This design comes from an exercise in tuning for small area on the open sky130 flow, not from production work.
In this exercise RTL edits were held to simulation tests only and were not proved equivalent to the original.
Power figures rest on the tool's default switching activity, not on a simulated workload.

## top_level
module top_level (
    clk, rst, seed,
    action, state, next_state, step_o, phase, episode_o, q_cur, q_next
);
Settings: LEC_CHECK=0, CAP_MARGIN=20, CORE_MARGIN=2, CORE_UTILIZATION=70, CTS_BUF_LIST=sky130_fd_sc_hd__clkbuf_8, CTS_CLUSTER_DIAMETER=80, CTS_CLUSTER_SIZE=15, PLACE_DENSITY=0.8, SLEW_MARGIN=20, SYNTH_HIERARCHICAL=1, SYNTH_MINIMUM_KEEP_SIZE=0; clock period 20.0 ns.
standard.sh (not shown) runs the stock make flow with config.mk's settings and CLKGATE_MAP_FILE= SYNTH_SCRIPT=/design/flow/synth_recipe.tcl, a recipe that flattens the netlist after the stock synthesis.
==> flow/flow/run.sh <==
#!/bin/bash
set -euo pipefail
export BUFFER_PORTS_ARGS="-buffer_cell sky130_fd_sc_hd__buf_1"
export CTS_ARGS="-sink_clustering_enable -repair_clock_nets -dont_use_dummy_load -buf_list sky130_fd_sc_hd__clkbuf_8 -sink_clustering_size 15 -sink_clustering_max_diameter 80"
bash standard.sh > standard.log 2>&1
Change:
--- a/flow/design.v
+++ b/flow/design.v
@@ -3360,14 +3360,14 @@
     reg [11:0] lf;
     always @(posedge clk) begin
         if (rst) lf <= seed;
         else lf <= lfsr_sh(lf);
     end
     reg [11:0] qc0, qc1, qc2, qc3, qn0, qn1, qn2, qn3;
-    reg signed [11:0] mxr, qt;
     reg [1:0] ixr, qact;
+    wire signed [11:0] qt = (qact == 2'd0) ? qc0 : (qact == 2'd1) ? qc1 : (qact == 2'd2) ? qc2 : qc3;
     wire [1:0] act = (ep < lf) ? qact : lf[1:0];
     reg [1:0] gi, gj;
     wire [3:0] ijn = gmove(gi, gj, act, step);
     assign st1 = ij2st(ijn);
     wire [3:0] st = ij2st({gi, gj});
     always @(posedge clk) begin
@@ -3376,13 +3376,13 @@
             gj <= 2'd1;
         end else if (ctrl == 4'd1) begin
             gi <= ijn[3:2];
             gj <= ijn[1:0];
         end
     end
-    reg [11:0] pq0, pq1;
+    wire [11:0] pq0, pq1;
     wire [11:0] aA, aB;
     wire signed [11:0] sn0 = pq0, sn1 = pq1, sn2 = aA, sn3 = aB;
     wire nge01 = (sn0 >= sn1), nge23 = (sn2 >= sn3);
     wire signed [11:0] nm1 = nge01 ? sn0 : sn1;
     wire signed [11:0] nm2 = nge23 ? sn2 : sn3;
     wire ngew = (nm1 >= nm2);
@@ -3509,13 +3509,19 @@
     );
     always @(posedge clk) begin
         acc0 <= macc0;
         acc1 <= macc1;
         acc2 <= macc2;
         acc3 <= macc3;
+        if (ctrl == 4'd4) begin     
+            acc0[11:0] <= aA;
+            acc1[11:0] <= aB;
+        end
     end
+    assign pq0 = acc0[11:0];
+    assign pq1 = acc1[11:0];
     wire [10:0] w3n [0:3];
     assign w3n[0] = w3n0;
     assign w3n[1] = w3n1;
     assign w3n[2] = w3n2;
     assign w3n[3] = w3n3;
     wire [9*55-1:0] w2d;
@@ -3572,16 +3578,12 @@
     wire [15:0] zA = qsel ? acc2[25:10] : acc0[25:10];
     wire [15:0] zB = qsel ? acc3[25:10] : acc1[25:10];
     assign aA = actf(s2 ? z2 : zA);
     assign aB = actf(zB);
     wire b3upd = (ctrl == 4'd6);
     wire q0 = (step == 4'd0);
-    always @(posedge clk) begin     
-        pq0 <= aA;
-        pq1 <= aB;
-    end
     always @(posedge clk) begin
         if (rst) begin
             b3h0 <= 11'h7FF; b3h1 <= 11'h7FF; b3h2 <= 11'h7FF; b3h3 <= 11'h7FF;
             qn0 <= 12'd0; qn1 <= 12'd0; qn2 <= 12'd0; qn3 <= 12'd0;
             qc0 <= 12'd0; qc1 <= 12'd0; qc2 <= 12'd0; qc3 <= 12'd0;
             qact <= 2'd0;
@@ -3592,18 +3594,16 @@
             b3h3 <= b3h3 - {10'd0, dl3[4] & b3upd};
             if (ctrl == 4'd5) begin    
                 qn0 <= q0 ? 12'd512 : pq0;
                 qn1 <= q0 ? 12'd512 : pq1;
                 qn2 <= q0 ? 12'd512 : aA;
                 qn3 <= q0 ? 12'd512 : aB;
-                mxr <= q0 ? 12'sd512 : qmx;
                 ixr <= q0 ? 2'd0 : qmi;
             end
             if ((ctrl == 4'd1) && (step != 4'd0)) begin
                 qc0 <= qn0; qc1 <= qn1; qc2 <= qn2; qc3 <= qn3;
-                qt <= mxr;
                 qact <= ixr;
             end
         end
     end
     assign action = act;
     assign state = st;
Outcome: Total power fell by about 15%. Die area fell by about 0.9%. Final area fell by 0.86%. Global-route usage rose by 1.6 points. Core utilization fell by 0.34 points. Clock power stays flat. Clock-buffer cell count rose by 1. Fmax hardly moves. Via count rose by about 0.6%. Sequential cell count fell by 48. Worst setup slack gains 8.4 ps. Sequential power fell by about 9%. Combinational power fell by about 20%.

## what the ideal ports hide
In the flow no input, the clock included, has a driving cell. The finished layouts below were timed again as built, in two steps.
Step 1: set_driving_cell puts a clkbuf_16 on clk and a buf_2 on each other input, an assumption about the parent block.
Step 2 times the ports against the registers' clock, not the clock port: input delays grow and output delays shrink by t, the midpoint of the rising clock arrivals with the driver on.
a / b / c = ideal ports / drivers / drivers and shift; a / b = the first two.
run	t, ns	setup WS [ns]	worst setup path after step 2	latest minus earliest clock arrival (ns)
the first run	0.847	1.365 / 1.365 / 1.365	register to register	0.084 / 0.084
the second run	0.873	1.374 / 1.374 / 1.374	register to register	0.162 / 0.161
After both steps setup and hold are still met in every run listed.
